This is an optimization exercise on Yosys and OpenROAD, whose aim is small area and a short achievable clock period, not a production implementation. In this exercise RTL edits were held to simulation tests only and were not proved equivalent to the original. Power is estimated from default activity; no workload was simulated.

<file path="config.mk">
export PLATFORM = sky130hd
export DESIGN_NAME = cpu_pipelined
export DESIGN_NICKNAME = cpu_pipelined
export VERILOG_FILES = /design/flow/design.v
export SDC_FILE = /design/flow/constraint.sdc
export NUM_CORES = 4
export LEC_CHECK = 0
export CAP_MARGIN = 20
export CORE_MARGIN = 2
export CORE_UTILIZATION = 40
export SLEW_MARGIN = 20
</file>
<file path="constraint.sdc">
create_clock -name core_clock -period 41.0 [get_ports {clk}]
set_input_delay 8.2000 -clock core_clock [delete_from_list [all_inputs] [get_ports {clk}]]
set_output_delay 8.2000 -clock core_clock [all_outputs]
set_load 0.01 [all_outputs]
</file>
<file path="design.v">
`timescale 1ns/1ps
module full_adder (
    input a,
    input b,
    input cin,
    output sum,
    output cout
);
    wire xor1_out, and1_out, and2_out;
    xor u1 (xor1_out, a, b);
    xor u2 (sum, xor1_out, cin);
    and u3 (and1_out, a, b);
    and u4 (and2_out, cin, xor1_out);
    or u5 (cout, and1_out, and2_out);
endmodule
`timescale 1ns/1ps
module mux2to1(
    input sel,
    input in0,
    input in1,
    output out
);
    wire not_sel, and0_out, and1_out;
    not u1 (not_sel, sel);
    and u2 (and0_out, in0, not_sel);
    and u3 (and1_out, in1, sel);
    or u4 (out, and0_out, and1_out);
endmodule
`timescale 1ns/1ps
module add_sub(
    input signed [63:0] in1,
    input signed [63:0] in2,
    input sub,
    output signed [63:0] sum_out,
    output signed [64:0] carry
);
    genvar i;
    wire [63:0] in2_mod;
    generate
        for (i = 0; i < 64; i = i + 1) begin : xor_sub
            xor(
                in2_mod[i],
                in2[i],
                sub
            );
        end
    endgenerate
    assign carry[0] = sub;  
    generate
        for (i = 0; i < 64; i = i + 1) begin : adder_chain
            full_adder fa(
                .a(in1[i]),
                .b(in2_mod[i]),
                .cin(carry[i]),
                .sum(sum_out[i]),
                .cout(carry[i+1])
            );
        end
    endgenerate
endmodule
`timescale 1ns/1ps
module xor_(
    input [63:0] in1,
    input [63:0] in2,
    output [63:0] out
);
    genvar i;
    generate
        for (i = 0; i < 64; i = i + 1) begin : xor_chain
            xor (
                out[i],
                in1[i],
                in2[i]
            );
        end
    endgenerate
endmodule
`timescale 1ns/1ps
module or_(
    input [63:0] in1,
    input [63:0] in2,
    output [63:0] out
);
    genvar i;
    generate
        for (i = 0; i < 64; i = i + 1) begin : or_chain
            or or_inst(
                out[i],
                in1[i],
                in2[i]
            );
        end
    endgenerate
endmodule
`timescale 1ns/1ps
module and_(
    input [63:0] in1,
    input [63:0] in2,
    output [63:0] out
);
    genvar i;
    generate
        for (i = 0; i < 64; i = i + 1) begin : and_chain
            and and_inst(
                out[i],
                in1[i],
                in2[i]
            );
        end
    endgenerate
endmodule
`timescale 1ns/1ps
module sll(
    input [63:0] in,
    input [63:0] shift_amt,
    output [63:0] sll_out
);
    wire [63:0] sll_shift0, sll_shift1, sll_shift2, sll_shift3, sll_shift4;
    wire [63:0] sll_inputs0a, sll_inputs0b;
    wire [63:0] sll_inputs1a, sll_inputs1b;
    wire [63:0] sll_inputs2a, sll_inputs2b;
    wire [63:0] sll_inputs3a, sll_inputs3b;
    wire [63:0] sll_inputs4a, sll_inputs4b;
    wire [63:0] sll_inputs5a, sll_inputs5b;
    genvar i;
    generate
        for (i = 0; i < 64; i = i + 1) begin : mux_inputs_sll
            assign sll_inputs0a[i] = in[i];
            assign sll_inputs1a[i] = sll_shift0[i];
            assign sll_inputs2a[i] = sll_shift1[i];
            assign sll_inputs3a[i] = sll_shift2[i];
            assign sll_inputs4a[i] = sll_shift3[i];
            assign sll_inputs5a[i] = sll_shift4[i];
            assign sll_inputs0b[i] = (i > 0)  ? in[i-1]          : 1'b0;
            assign sll_inputs1b[i] = (i > 1)  ? sll_shift0[i-2]  : 1'b0;
            assign sll_inputs2b[i] = (i > 3)  ? sll_shift1[i-4]  : 1'b0;
            assign sll_inputs3b[i] = (i > 7)  ? sll_shift2[i-8]  : 1'b0;
            assign sll_inputs4b[i] = (i > 15) ? sll_shift3[i-16] : 1'b0;
            assign sll_inputs5b[i] = (i > 31) ? sll_shift4[i-32] : 1'b0;
        end
    endgenerate
    generate
        for (i = 0; i < 64; i = i + 1) begin : sll_chain
            mux2to1 mux0(
                .sel(shift_amt[0]),
                .in0(sll_inputs0a[i]),
                .in1(sll_inputs0b[i]),
                .out(sll_shift0[i])
            );
            mux2to1 mux1(
                .sel(shift_amt[1]),
                .in0(sll_inputs1a[i]),
                .in1(sll_inputs1b[i]),
                .out(sll_shift1[i])
            );
            mux2to1 mux2(
                .sel(shift_amt[2]),
                .in0(sll_inputs2a[i]),
                .in1(sll_inputs2b[i]),
                .out(sll_shift2[i])
            );
            mux2to1 mux3(
                .sel(shift_amt[3]),
                .in0(sll_inputs3a[i]),
                .in1(sll_inputs3b[i]),
                .out(sll_shift3[i])
            );
            mux2to1 mux4(
                .sel(shift_amt[4]),
                .in0(sll_inputs4a[i]),
                .in1(sll_inputs4b[i]),
                .out(sll_shift4[i])
            );
            mux2to1 mux5(
                .sel(shift_amt[5]),
                .in0(sll_inputs5a[i]),
                .in1(sll_inputs5b[i]),
                .out(sll_out[i])
            );
        end
    endgenerate
endmodule
`timescale 1ns/1ps
module sr(
    input [63:0] in,
    input [63:0] shift_amt,
    input [6:0] funct7,
    output [63:0] sr_out
);
    wire [63:0] sr_shift0, sr_shift1, sr_shift2, sr_shift3, sr_shift4;
    wire [63:0] sr_inputs0a, sr_inputs0b;
    wire [63:0] sr_inputs1a, sr_inputs1b;
    wire [63:0] sr_inputs2a, sr_inputs2b;
    wire [63:0] sr_inputs3a, sr_inputs3b;
    wire [63:0] sr_inputs4a, sr_inputs4b;
    wire [63:0] sr_inputs5a, sr_inputs5b;
    wire sr_bit;
    mux2to1 mux_sr(
        .sel(funct7[5]),
        .in0(1'b0),
        .in1(in[63]),
        .out(sr_bit)
    );
    genvar i;
    generate
        for (i = 0; i < 64; i = i + 1) begin : mux_inputs_sr
            assign sr_inputs0a[i] = in[i];
            assign sr_inputs1a[i] = sr_shift0[i];
            assign sr_inputs2a[i] = sr_shift1[i];
            assign sr_inputs3a[i] = sr_shift2[i];
            assign sr_inputs4a[i] = sr_shift3[i];
            assign sr_inputs5a[i] = sr_shift4[i];
            assign sr_inputs0b[i] = (i < 32) ? in[i+32]        : sr_bit;
            assign sr_inputs1b[i] = (i < 48) ? sr_shift0[i+16] : sr_bit;
            assign sr_inputs2b[i] = (i < 56) ? sr_shift1[i+8]  : sr_bit;
            assign sr_inputs3b[i] = (i < 60) ? sr_shift2[i+4]  : sr_bit;
            assign sr_inputs4b[i] = (i < 62) ? sr_shift3[i+2]  : sr_bit;
            assign sr_inputs5b[i] = (i < 63) ? sr_shift4[i+1]  : sr_bit;
        end
    endgenerate
    generate
        for (i = 0; i < 64; i = i + 1) begin : sr_chain
            mux2to1 mux0(
                .sel(shift_amt[5]),
                .in0(sr_inputs0a[i]),
                .in1(sr_inputs0b[i]),
                .out(sr_shift0[i])
            );
            mux2to1 mux1(
                .sel(shift_amt[4]),
                .in0(sr_inputs1a[i]),
                .in1(sr_inputs1b[i]),
                .out(sr_shift1[i])
            );
            mux2to1 mux2(
                .sel(shift_amt[3]),
                .in0(sr_inputs2a[i]),
                .in1(sr_inputs2b[i]),
                .out(sr_shift2[i])
            );
            mux2to1 mux3(
                .sel(shift_amt[2]),
                .in0(sr_inputs3a[i]),
                .in1(sr_inputs3b[i]),
                .out(sr_shift3[i])
            );
            mux2to1 mux4(
                .sel(shift_amt[1]),
                .in0(sr_inputs4a[i]),
                .in1(sr_inputs4b[i]),
                .out(sr_shift4[i])
            );
            mux2to1 mux5(
                .sel(shift_amt[0]),
                .in0(sr_inputs5a[i]),
                .in1(sr_inputs5b[i]),
                .out(sr_out[i])
            );
        end
    endgenerate
endmodule
`timescale 1ns/1ps
module slt_sltu(
    input [63:0] sum_out,
    input [64:0] carry,
    output slt_out,
    output sltu_out
);
    assign slt_out = sum_out[63];
    not(
        sltu_out,
        carry[64]
    );
endmodule
`timescale 1ns/1ps
module alu(
    input [31:0] instruction,
    input signed [63:0] in1,
    input signed [63:0] in2,
    output reg signed [63:0] out,
    output reg zero
);
    wire [2:0] funct3 = instruction[14:12];
    wire [6:0] funct7 = instruction[31:25];
    wire [6:0] opcode = instruction[6:0];
    wire signed [63:0] sum_out;
    wire signed [64:0] carry;
    wire sub;
    assign sub = ((funct3==3'h0 && funct7==7'h20 && opcode==7'b0110011) || (funct3==3'h2 && opcode==7'b0110011) || (funct3==3'h3 && opcode==7'b0110011) || (opcode==7'b1100011)) ? 1 : 0;
    add_sub add_sub_unit(
        .in1(in1),
        .in2(in2),
        .sub(sub),
        .sum_out(sum_out),
        .carry(carry)
    );
    wire [63:0] xor_out;
    wire [63:0] or_out;
    wire [63:0] and_out;
    xor_ xor_unit(
        .in1(in1),
        .in2(in2),
        .out(xor_out)
    );
    or_ or_unit(
        .in1(in1),
        .in2(in2),
        .out(or_out)
    );
    and_ and_unit(
        .in1(in1),
        .in2(in2),
        .out(and_out)
    );
    wire [63:0] sll_out;
    sll sll_unit(
        .in(in1),
        .shift_amt(in2),
        .sll_out(sll_out)
    );
    wire [63:0] sr_out;
    sr sr_unit(
        .in(in1),
        .shift_amt(in2),
        .funct7(funct7),
        .sr_out(sr_out)
    );
    wire slt_out;
    wire sltu_out;
    slt_sltu slt_sltu_unit(
        .sum_out(sum_out),
        .carry(carry),
        .slt_out(slt_out),
        .sltu_out(sltu_out)
    );
    always @(*) begin
        zero = (out == 0);
    end
    always @(*) begin
        if ((opcode == 7'b0000011) || (opcode == 7'b0100011)) begin
            out = sum_out;
        end
        else begin
            case (funct3)
                3'h0: out = sum_out;
                3'h4: out = xor_out;
                3'h6: out = or_out;
                3'h7: out = and_out;
                3'h1: out = sll_out;
                3'h5: out = sr_out;
                3'h2: out = {63'b0, slt_out};
                3'h3: out = {63'b0, sltu_out};
            endcase
        end
    end
endmodule
`timescale 1ns/1ps
module control_unit(
    input [31:0] instruction,
    output reg branch,
    output reg mem_read,
    output reg mem_to_reg,
    output reg mem_write,
    output reg alu_src,
    output reg reg_write
);
    wire [6:0] opcode = instruction[6:0];
    always @(*) begin
        case(opcode)
            7'b0110011: begin     
                branch = 0;
                mem_read = 0;
                mem_to_reg = 0;
                mem_write = 0;
                alu_src = 0;      
                reg_write = 1;
            end
            7'b0000011: begin     
                branch = 0;
                mem_read = 1;
                mem_to_reg = 1;
                mem_write = 0;
                alu_src = 1;      
                reg_write = 1;
            end
            7'b0100011: begin     
                branch = 0;
                mem_read = 0;
                mem_to_reg = 0;
                mem_write = 1;
                alu_src = 1;      
                reg_write = 0;
            end
            7'b1100011: begin     
                branch = 1;
                mem_read = 0;
                mem_to_reg = 0;
                mem_write = 0;
                alu_src = 0;      
                reg_write = 0;
            end
            7'b0010011: begin     
                branch = 0;
                mem_read = 0;
                mem_to_reg = 0;
                mem_write = 0;
                alu_src = 1;      
                reg_write = 1;
            end
            default: begin        
                branch = 0;
                mem_read = 0;
                mem_to_reg = 0;
                mem_write = 0;
                alu_src = 0;
                reg_write = 0;
            end
        endcase
    end
endmodule
`timescale 1ns/1ps
module program_counter(
    input clk,
    input reset,
    input [63:0] next_pc,
    output reg [63:0] pc
);
    always @(posedge clk or posedge reset) begin
        if (reset)
            pc <= 64'b0;
        else
            pc <= next_pc;
    end
endmodule
`timescale 1ns/1ps
module register_file(
    input clk,
    input [4:0] rs1,
    input [4:0] rs2,
    input [4:0] rd,
    input signed  [63:0] write_data,
    input reg_write,
    output signed  [63:0] read_data1,
    output signed  [63:0] read_data2
);
    reg signed [63:0] registers [0:31];
    wire wr_en = reg_write && rd != 0;
    assign read_data1 = (rs1 == 0) ? 64'b0 : (wr_en && rd == rs1) ? write_data : registers[rs1];
    assign read_data2 = (rs2 == 0) ? 64'b0 : (wr_en && rd == rs2) ? write_data : registers[rs2];
    always @(posedge clk) begin
        if (wr_en)
            registers[rd] <= write_data;
    end
endmodule
`timescale 1ns/1ps
module if_id_register (
    input wire clk,
    input wire reset,
    input wire clear,
    input wire en,
    input wire [161:0] d,
    output reg [161:0] q
);
    always @(posedge clk or posedge reset) begin
        if (reset)
            q <= {162{1'b0}};
        else if (clear)
            q <= {162{1'b0}};
        else if (en)
            q <= d;
    end
endmodule
`timescale 1ns/1ps
module id_ex_register (
    input wire clk,
    input wire reset,
    input wire clear,
    input wire en,
    input wire [295:0] d,
    output reg [295:0] q
);
    always @(posedge clk or posedge reset) begin
        if (reset)
            q <= {296{1'b0}};
        else if (clear)
            q <= {296{1'b0}};
        else if (en)
            q <= d;
    end
endmodule
`timescale 1ns/1ps
module ex_mem_register (
    input wire clk,
    input wire reset,
    input wire en,
    input wire [294:0] d,
    output reg [294:0] q
);
    always @(posedge clk or posedge reset) begin
        if (reset)
            q <= {295{1'b0}};
        else if (en)
            q <= d;
    end
endmodule
`timescale 1ns/1ps
module mem_wb_register (
    input wire clk,
    input wire reset,
    input wire en,
    input wire [162:0] d,
    output reg [162:0] q
);
    always @(posedge clk or posedge reset) begin
        if (reset)
            q <= {163{1'b0}};
        else if (en)
            q <= d;
    end
endmodule
`timescale 1ns/1ps
module cpu_pipelined(
    input clk,
    input reset,
    output [63:0] imem_addr,
    input  [31:0] imem_data,
    output [63:0] dmem_addr,
    output [63:0] dmem_wdata,
    output dmem_we,
    output dmem_re,
    input  [63:0] dmem_rdata,
    output end_program
);
    wire [63:0] ex_mem_pc;
    wire [63:0] ex_mem_alu_result;
    wire [63:0] ex_mem_reg_read_data2;
    wire [63:0] ex_mem_branch_target;
    wire [31:0] ex_mem_instruction;
    wire ex_mem_zero;
    wire ex_mem_branch;
    wire ex_mem_mem_read;
    wire ex_mem_mem_write;
    wire ex_mem_mem_to_reg;
    wire ex_mem_reg_write;
    wire ex_mem_nop_instruction;
    wire [63:0] mem_wb_mem_read_data;
    wire [63:0] mem_wb_alu_result;
    wire [31:0] mem_wb_instruction;
    wire mem_wb_mem_to_reg;
    wire mem_wb_reg_write;
    wire mem_wb_nop_instruction;
    wire branch_predicted;
    wire [63:0] predicted_pc;
    wire branch_mispredicted;
    wire flush;
    reg stalled_last_cycle;
    wire [63:0] pc_next;        
    wire [63:0] pc_current;    
    program_counter pc (
        .clk(clk),
        .reset(reset),
        .next_pc(pc_next),
        .pc(pc_current)
    );
    wire [31:0] instruction;
    assign imem_addr = pc_current;
    assign instruction = imem_data;
    wire is_branch = (instruction[6:0] == 7'b1100011);
    wire [63:0] if_branch_offset = {{51{instruction[31]}}, 
                                instruction[31],
                                instruction[7],
                                instruction[30:25],
                                instruction[11:8],
                                1'b0};
    wire [63:0] if_branch_target = pc_current + if_branch_offset;
    assign branch_predicted = is_branch;
    assign predicted_pc = branch_predicted ? if_branch_target : (pc_current + 4);
    wire nop_instruction;
    assign nop_instruction = (instruction == 32'b0);
    wire [63:0] if_id_pc;
    wire [31:0] if_id_instruction;
    wire if_id_nop_instruction;
    wire if_id_branch_predicted;
    wire [63:0] if_id_predicted_pc;
    wire [31:0] instr_to_use = flush ? 32'h00000013 : instruction;   
    if_id_register if_id(
        .clk(clk),
        .reset(reset),
        .clear(flush),
        .en(~stall | stalled_last_cycle | branch_predicted),
        .d({
            pc_current, 
            stall & ~stalled_last_cycle ? 32'h00000013 : instr_to_use,  
            stall & ~stalled_last_cycle ? 1'b1 : nop_instruction, 
            branch_predicted, 
            predicted_pc
        }),
        .q({if_id_pc, if_id_instruction, if_id_nop_instruction, if_id_branch_predicted, if_id_predicted_pc})
    );
    wire branch;
    wire mem_read;
    wire mem_to_reg;
    wire mem_write;
    wire alu_src;
    wire reg_write;
    control_unit ctrl(
        .instruction(if_id_instruction),
        .branch(branch),
        .mem_read(mem_read),
        .mem_to_reg(mem_to_reg),
        .mem_write(mem_write),
        .alu_src(alu_src),
        .reg_write(reg_write)
    );
    wire [4:0] rs1 = if_id_instruction[19:15];
    wire [4:0] rs2 = if_id_instruction[24:20];
    wire [4:0] reg_rd;
    wire signed [63:0] reg_write_data;
    wire signed [63:0] reg_read_data1;
    wire signed [63:0] reg_read_data2;
    register_file reg_file(
        .clk(clk),
        .rs1(rs1),
        .rs2(rs2),
        .rd(reg_rd),
        .write_data(reg_write_data),
        .reg_write(mem_wb_reg_write),
        .read_data1(reg_read_data1),
        .read_data2(reg_read_data2)
    );
    wire [63:0] id_ex_pc, id_ex_reg_read_data1, id_ex_reg_read_data2;
    wire [31:0] id_ex_instruction;
    wire id_ex_branch, id_ex_mem_read, id_ex_mem_write, id_ex_mem_to_reg;
    wire id_ex_reg_write, id_ex_alu_src, id_ex_nop_instruction;
    wire id_ex_branch_predicted;
    wire [63:0] id_ex_predicted_pc;
    wire [4:0] id_ex_rd = id_ex_instruction[11:7];
    wire load_hazard = id_ex_mem_read & 
                     ((id_ex_rd == rs1) | (id_ex_rd == rs2)) &
                     (id_ex_rd != 0) &
                     ~stalled_last_cycle;
    wire stall = load_hazard;
    always @(posedge clk or posedge reset) begin
        if (reset)
            stalled_last_cycle <= 1'b0;
        else 
            stalled_last_cycle <= stall;   
    end
    id_ex_register id_ex(
        .clk(clk),
        .reset(reset),
        .clear(flush),
        .en(~stall | stalled_last_cycle), 
        .d({
            if_id_pc, 
            reg_read_data1, 
            reg_read_data2,
            if_id_instruction, 
            branch, 
            mem_read, 
            mem_write, 
            mem_to_reg, 
            reg_write, 
            alu_src, 
            if_id_nop_instruction,
            if_id_branch_predicted,
            if_id_predicted_pc
        }),
        .q({
            id_ex_pc, 
            id_ex_reg_read_data1, 
            id_ex_reg_read_data2,
            id_ex_instruction, 
            id_ex_branch, 
            id_ex_mem_read, 
            id_ex_mem_write, 
            id_ex_mem_to_reg, 
            id_ex_reg_write, 
            id_ex_alu_src, 
            id_ex_nop_instruction,
            id_ex_branch_predicted,
            id_ex_predicted_pc
        })
    );
    wire [4:0] ex_mem_rd = ex_mem_instruction[11:7];
    wire [4:0] mem_wb_rd = mem_wb_instruction[11:7];
    wire [4:0] id_ex_rs1 = id_ex_instruction[19:15];
    wire [4:0] id_ex_rs2 = id_ex_instruction[24:20];
    reg [1:0] forwardA, forwardB;
    always @(*) begin
        forwardA = 2'b00;   
        if (ex_mem_reg_write && ex_mem_rd != 0 && ex_mem_rd == id_ex_rs1) begin
            if (!ex_mem_mem_to_reg)
                forwardA = 2'b10;
        end
        if (mem_wb_reg_write && mem_wb_rd != 0 && mem_wb_rd == id_ex_rs1) begin
            forwardA = 2'b01;
        end
    end
    always @(*) begin
        forwardB = 2'b00;
        if (ex_mem_reg_write && ex_mem_rd != 0 && ex_mem_rd == id_ex_rs2) begin
            if (!ex_mem_mem_to_reg)
                forwardB = 2'b10;
        end
        if (mem_wb_reg_write && mem_wb_rd != 0 && mem_wb_rd == id_ex_rs2) begin
            forwardB = 2'b01;
        end
    end
    wire signed [63:0] ex_forward_value = ex_mem_alu_result;
    wire signed [63:0] mem_forward_value = mem_wb_mem_to_reg ? mem_wb_mem_read_data : mem_wb_alu_result;
    reg signed [63:0] operandA;
    always @(*) begin
        case (forwardA)
            2'b10: operandA = ex_forward_value;
            2'b01: operandA = mem_forward_value;
            default: operandA = id_ex_reg_read_data1;
        endcase
    end
    reg signed [63:0] operandB;
    always @(*) begin
        case (forwardB)
            2'b10: operandB = ex_forward_value;
            2'b01: operandB = mem_forward_value;
            default: operandB = id_ex_reg_read_data2;
        endcase
    end
    wire [63:0] imm_val;
    wire [63:0] i_imm = {{53{id_ex_instruction[31]}}, id_ex_instruction[30:20]};
    wire [63:0] s_imm = {{53{id_ex_instruction[31]}}, id_ex_instruction[30:25], id_ex_instruction[11:7]};
    wire [63:0] b_imm = {{51{id_ex_instruction[31]}}, id_ex_instruction[31], id_ex_instruction[7], 
                         id_ex_instruction[30:25], id_ex_instruction[11:8], 1'b0};
    assign imm_val = (id_ex_instruction[6:0] == 7'b0010011 || id_ex_instruction[6:0] == 7'b0000011) ? i_imm :
                     (id_ex_instruction[6:0] == 7'b0100011) ? s_imm :
                     (id_ex_instruction[6:0] == 7'b1100011) ? b_imm : 64'h0;
    wire signed [63:0] alu_in2 = id_ex_alu_src ? imm_val : operandB;
    wire signed [63:0] alu_result;
    wire zero;
    alu main_alu(
        .instruction(id_ex_instruction),
        .in1(operandA),
        .in2(alu_in2),
        .out(alu_result),
        .zero(zero)
    );
    wire [63:0] branch_target = id_ex_pc + b_imm;
    wire branch_eq = id_ex_branch & (id_ex_instruction[14:12] == 3'b000);
    wire branch_ne = id_ex_branch & (id_ex_instruction[14:12] == 3'b001);
    wire branch_lt = id_ex_branch & (id_ex_instruction[14:12] == 3'b100);
    wire branch_ge = id_ex_branch & (id_ex_instruction[14:12] == 3'b101);
    wire branch_taken = (branch_eq & zero) |
                        (branch_ne & ~zero) |
                        (branch_lt & (operandA < operandB)) |
                        (branch_ge & (operandA >= operandB));
    assign branch_mispredicted = id_ex_branch && (branch_taken != id_ex_branch_predicted);
    wire [63:0] correct_pc = branch_taken ? branch_target : (id_ex_pc + 4);
    assign flush = branch_mispredicted & ~id_ex_branch_predicted;
    wire [63:0] pc_to_use = stall & ~stalled_last_cycle ? pc_current : 
                        (branch_mispredicted ? correct_pc : predicted_pc);
    assign pc_next = pc_to_use;
    ex_mem_register ex_mem(
        .clk(clk),
        .reset(reset),
        .en(1'b1),
        .d({
            id_ex_pc,
            alu_result,
            operandB,
            branch_target,
            id_ex_instruction,
            zero,
            id_ex_branch,
            id_ex_mem_read,
            id_ex_mem_write,
            id_ex_mem_to_reg,
            id_ex_reg_write,
            id_ex_nop_instruction
        }),
        .q({
            ex_mem_pc,
            ex_mem_alu_result,
            ex_mem_reg_read_data2,
            ex_mem_branch_target,
            ex_mem_instruction,
            ex_mem_zero,
            ex_mem_branch,
            ex_mem_mem_read,
            ex_mem_mem_write,
            ex_mem_mem_to_reg,
            ex_mem_reg_write,
            ex_mem_nop_instruction
        })
    );
    wire signed [63:0] mem_read_data;
    assign dmem_addr = ex_mem_alu_result;
    assign dmem_wdata = ex_mem_reg_read_data2;
    assign dmem_we = ex_mem_mem_write;
    assign dmem_re = ex_mem_mem_read;
    assign mem_read_data = ex_mem_mem_read ? dmem_rdata : 64'b0;
    mem_wb_register mem_wb(
        .clk(clk),
        .reset(reset),
        .en(1'b1),
        .d({
            mem_read_data,
            ex_mem_alu_result,
            ex_mem_instruction,
            ex_mem_mem_to_reg,
            ex_mem_reg_write,
            ex_mem_nop_instruction
        }),
        .q({
            mem_wb_mem_read_data,
            mem_wb_alu_result,
            mem_wb_instruction,
            mem_wb_mem_to_reg,
            mem_wb_reg_write,
            mem_wb_nop_instruction
        })
    );
    assign reg_write_data = mem_wb_mem_to_reg ? mem_wb_mem_read_data : mem_wb_alu_result;
    wire [4:0] mem_wb_rd_fixed = mem_wb_instruction[11:7];
    assign reg_rd = mem_wb_rd_fixed;
    assign end_program = mem_wb_nop_instruction & ~ branch_mispredicted & ~ branch_predicted;
endmodule
</file>
<file path="run.sh">
#!/bin/bash
# synth_recipe.tcl (not shown) runs the flow's synth.tcl, then flattens the netlist and writes it again
# the make line also repeats each setting of config.mk as NAME=value (left out here)
make -C /OpenROAD-flow-scripts/flow DESIGN_CONFIG=/design/flow/config.mk WORK_HOME=/design/flow/orfs CLKGATE_MAP_FILE= SYNTH_SCRIPT=/design/flow/synth_recipe.tcl finish
</file>
==> flow_summary_export.csv <==
group,metric,value,unit
cts,numCtsBuffers,306,
power_and_ir_drop,p_leak,60.6,nW
grt,antenna_found_initial,78,
placed_design,place_congestion,1.09,
cts,h-tree-depth,5,
grt,use_met2,52.7,%
timing,finalHoldViolations,0,
yosys,yosys.area_share.simple,8.19,%
grt,gr-max-usage-layer,"met2",
route,totalWireLength,716000,um
placed_design,dp_hpwl,469000,um
worst_setup_path,rrSetupSlack,7.69,ns
power_and_ir_drop,power,8.57,mW
yosys,ys_top_cells_by_area,"edfxtp_1 40%, mux4_2 14%, dfrtp_1 11%",
yosys,yosysTopAreaCellShare,40.4,%
worst_setup_path,cpMostUsedCell,"fa_2",
route,routedWlPerCell,41.0,um
min_path,hold_class,"reg -> reg",
yosys,async_reset_ff_share,24.6,%
floorplan,initial_core_util,40.2,%
timing,tns,0,ns
worst_setup_path,worst_setup_path_end_kind,"primary output",
route,drc,0,
timing,period_share,98.7,%
yosys,synth_top_area_cell,"edfxtp_1",
worst_setup_path,path_max_fanout,2,
timing,worst_pin_slew,1.33,ns
timing,setup_viol,0,
placed_design,pre_cts_ws,-1.32,ns
yosys,synth_compound_area_share,12.1,%
cts,clk_pin_slew,0.05,ns
timing,drv_slew,0,
yosys,synth-main-ff-cell,"edfxtp_1",
floorplan,core,0.379,mm^2
final_layout,final_cells,17448,
yosys,synth_xor_area_share,1.82,%
worst_setup_path,cpPeakStageDelay,0.55,ns
yosys,synthAdderAreaFrac,3.47,%
power_and_ir_drop,powerDensity,49.5,mW/mm^2
yosys,synth_seq_area_share,51.3,%
worst_setup_path,reg2reg_to,"pc.pc[16]",
cts,clkSinkCount,2715,
cts,clk_latency,0.96,ns
route,vias,120673,
yosys,muxShareOfSynthArea,19.1,%
grt,grt_pass1_wl,975000,um
floorplan,die_h,621,um
yosys,synth_cell_type_count,121,
floorplan,row_count,226,
route,first_pass_iters,9,
floorplan,pin_count,293,
worst_setup_path,cp.required,32.80,ns
grt,grt_pass1_vias,116173,
yosys,synth_top_family_by_area,"multiplexers",
final_layout,n_fill_cell,33471,
worst_setup_path,cp-startpoint,"ex_mem.q[15]",
timing,max-slew-margin-rel,11.4,%
timing,setup_ws,0.537,ns
final_layout,drive_gt1_share,20.3,%
worst_setup_path,r2r_start,"ex_mem.q[15]",
final_layout,multi_input_area,0.0694,mm^2
route,drt_iter0_markers,19260,
placed_design,dp.cells,16815,
cts,root_buffer,"clkbuf_16",
worst_setup_path,criticalPathCategory,"reg -> out",
yosys,ys_ff_latch,2715,
yosys,syn_area,0.152,mm^2
placed_design,placed_cell_area,0.163,mm^2
final_layout,fin_area,0.173,mm^2
min_path,hold_start,"ex_mem.q[0]",
cts,cts_tree,"done",
final_layout,final_nets,12602,
min_path,hold-path-cell-count,0,
grt,use_met3,10.4,%
grt,grt_use_total,36.1,%
route,via_per_inst,6.92,
run_status,outcome,"finished clean",
grt,grtUsageMet1,47.4,%
worst_setup_path,slowest_stage,"or4_4",
route,antenna_left,0,
power_and_ir_drop,vdd_drop_max,33.9,uV
timing,clock_skew,0.0853,ns
final_layout,fin_util,45.7,%
yosys,synth_edf_count,2048,
placed_design,placement.io_buffers,292,
timing,fmax,0.0247,GHz
cts,clock_path_buffers,4,
yosys,synth.avg_cell_area,12.8,um^2
grt,grt_max_degree,189,
floorplan,die_area,0.386,mm^2
final_layout,area_delta_synth_final,13.6,%
final_layout,seqCellArea,0.0782,mm^2
grt,grt_overflow,0,
floorplan,chipWidth,621,um
flow_run,maxCapViolations,0,
yosys,syn_inst,11900,
min_path,hold_end,"mem_wb.q[0]",
worst_setup_path,worst_ep_arrival_time,32.26,ns
worst_setup_path,start_kind,"register",
worst_setup_path,r2r_cells,92,
timing,hold_ws,0.349,ns
yosys,yosysWarningCount,9,
timing,fin_crit,40.46,ns
==> area by class of cell <==
| type | count | area share [%] |
|---|---|---|
| diodes | 63 | 0.0910 |
| repair buffers | 900 | 4.52 |
| inverters | 316 | 0.696 |
| clock buffers | 392 | 4.79 |
| well taps | 5016 | 3.62 |
| clock inverters | 165 | 1.01 |
| multi-input cells | 7881 | 40.1 |
| flip-flops and latches | 2715 | 45.2 |
==> Yosys cell counts, types with 35 or more instances <==
cell type and count:
a211o_1 69, a211oi_1 150, a21o_1 81, a21oi_1 682
a221oi_1 130, a22o_1 40, a22oi_1 36, a31oi_1 122
and2_1 95, and3_1 59, buf_1 184, buf_2 140
buf_4 157, clkbuf_1 552, dfrtp_1 667, edfxtp_1 2048
fa_1 65, ha_1 319, inv_1 303, mux2_2 213
mux2i_1 522, mux4_2 956, nand2_1 917, nand2b_1 69
nand3_1 351, nand4_1 78, nor2_1 486, nor2b_1 76
nor3_1 359, nor4_1 35, o211ai_1 136, o21ai_0 465
o21ai_1 135, o221ai_1 139, o22ai_1 136, o31ai_1 46
xnor2_1 208, xor2_1 109
==> worst max-delay path by stage <==
stage	endpoint	slack, ns	depth (start not counted)
2_1_floorplan	end_program	0.03	94
6_report	end_program	0.54	88
3_5_place_dp	end_program	-1.32	88
4_1_cts	end_program	0.01	88
3_3_place_gp	end_program	-1.07	87
5_1_grt	end_program	-0.03	88
==> sequential cells by signal, summed over array words and instances (netlist names), named ones only <==
signal,count
reg_file.registers,2048
mem_wb.q,136
ex_mem.q,137
stalled_last_cycle,1
pc.pc,63
id_ex.q,231
if_id.q,98
==> worst max-delay path: cells and delay by family (launching register included) <==
family | cells | cell delay (ns)
flops | 1 | 0.38
fa+ha+maj | 63 | 25.31
compound gates | 13 | 3.41
simple gates | 6 | 1.34
buf+inv | 6 | 0.89
==> power breakdown <==
group	switching (mW)	leakage (nW)	total (mW)	internal, mW
clock network	1.19	4.88	2.80	1.61
registers	0.213	26.5	3.43	3.22
logic	1.56	29.2	2.34	0.772
==> layout by cell type (no fill, tap or decap), types with 64 or more instances in the layout <==
cell type        Yosys  layout
a211o_1             69      69
a211oi_1           150     145
a21o_1              81      81
a21oi_1            682     677
a221oi_1           130     129
a31oi_1            122     114
and2_1              95      94
buf_4              157     576
clkbuf_16            0     314
clkdlybuf4s50_1      0     290
conb_1               1      64
dfrtp_1            667     650
edfxtp_1          2048    2048
ha_1               319     319
inv_1              303     300
mux2_2             213     213
mux2i_1            522     521
mux4_2             956     956
nand2_1            917     910
nand2b_1            69      69
nand3_1            351     350
nand4_1             78      78
nor2_1             486     444
nor2b_1             76      71
nor3_1             359     353
o211ai_1           136     136
o21ai_0            465     449
o21ai_1            135     146
o221ai_1           139     139
o22ai_1            136     136
xnor2_1            208     207
xor2_1             109     109
==> kinds of logic (layout without fill, tap and decap cells) <==
logic type | Yosys count | after routing
flip-flops | 2715 | 2715
XOR/XNOR | 317 | 317
adder cells (fa/ha/maj) | 384 | 384
multiplexers | 1691 | 1691
buffers and inverters | 1367 | 1773
AND/OR/NAND/NOR | 2662 | 2662
AO/OA/AOI/OAI | 2763 | 2763
other | 1 | 127
==> metal layers <==
metal	part of all wire [%]	wire (um)
met1	37	268000
met2	43	306000
met5	0.029	207
met3	12	87200
met4	7.6	54300
==> timing repair <==
action                     in CTS  in global routing
hold buffers                    0                  0
setup endpoints to repair       1                  1
setup buffers                   5                  2
pin swaps                      21                 37
cloned                          0                  0
gates resized for setup        39                  9

[re-timing with driven ports]
The results above use ideal ports. As a check the final layout listed here was re-extracted and re-timed, cells and wires unchanged.
Step 1: set_driving_cell puts a clkbuf_16 on clk and a buf_2 on each other input, an assumption about the parent block.
Step 2 also shifts input and output timing later by t, the mid clock arrival at the registers, as if the neighbouring blocks saw the same clock.
Slacks: ideal / step 1 / step 2; pairs: ideal / step 1.
t (ns): 1.039
slack for setup (ns): 0.537 / 0.417 / 1.456
worst setup path at the end: register to output
clock arrival spread, ns: 0.086 / 0.086
slew at the worst register clock pin (ns): 0.09 / 0.09
After both steps setup and hold are still met in this run. For this run, drivers alone change the setup slack by -0.120 ns; drivers and shift together by +0.919 ns.
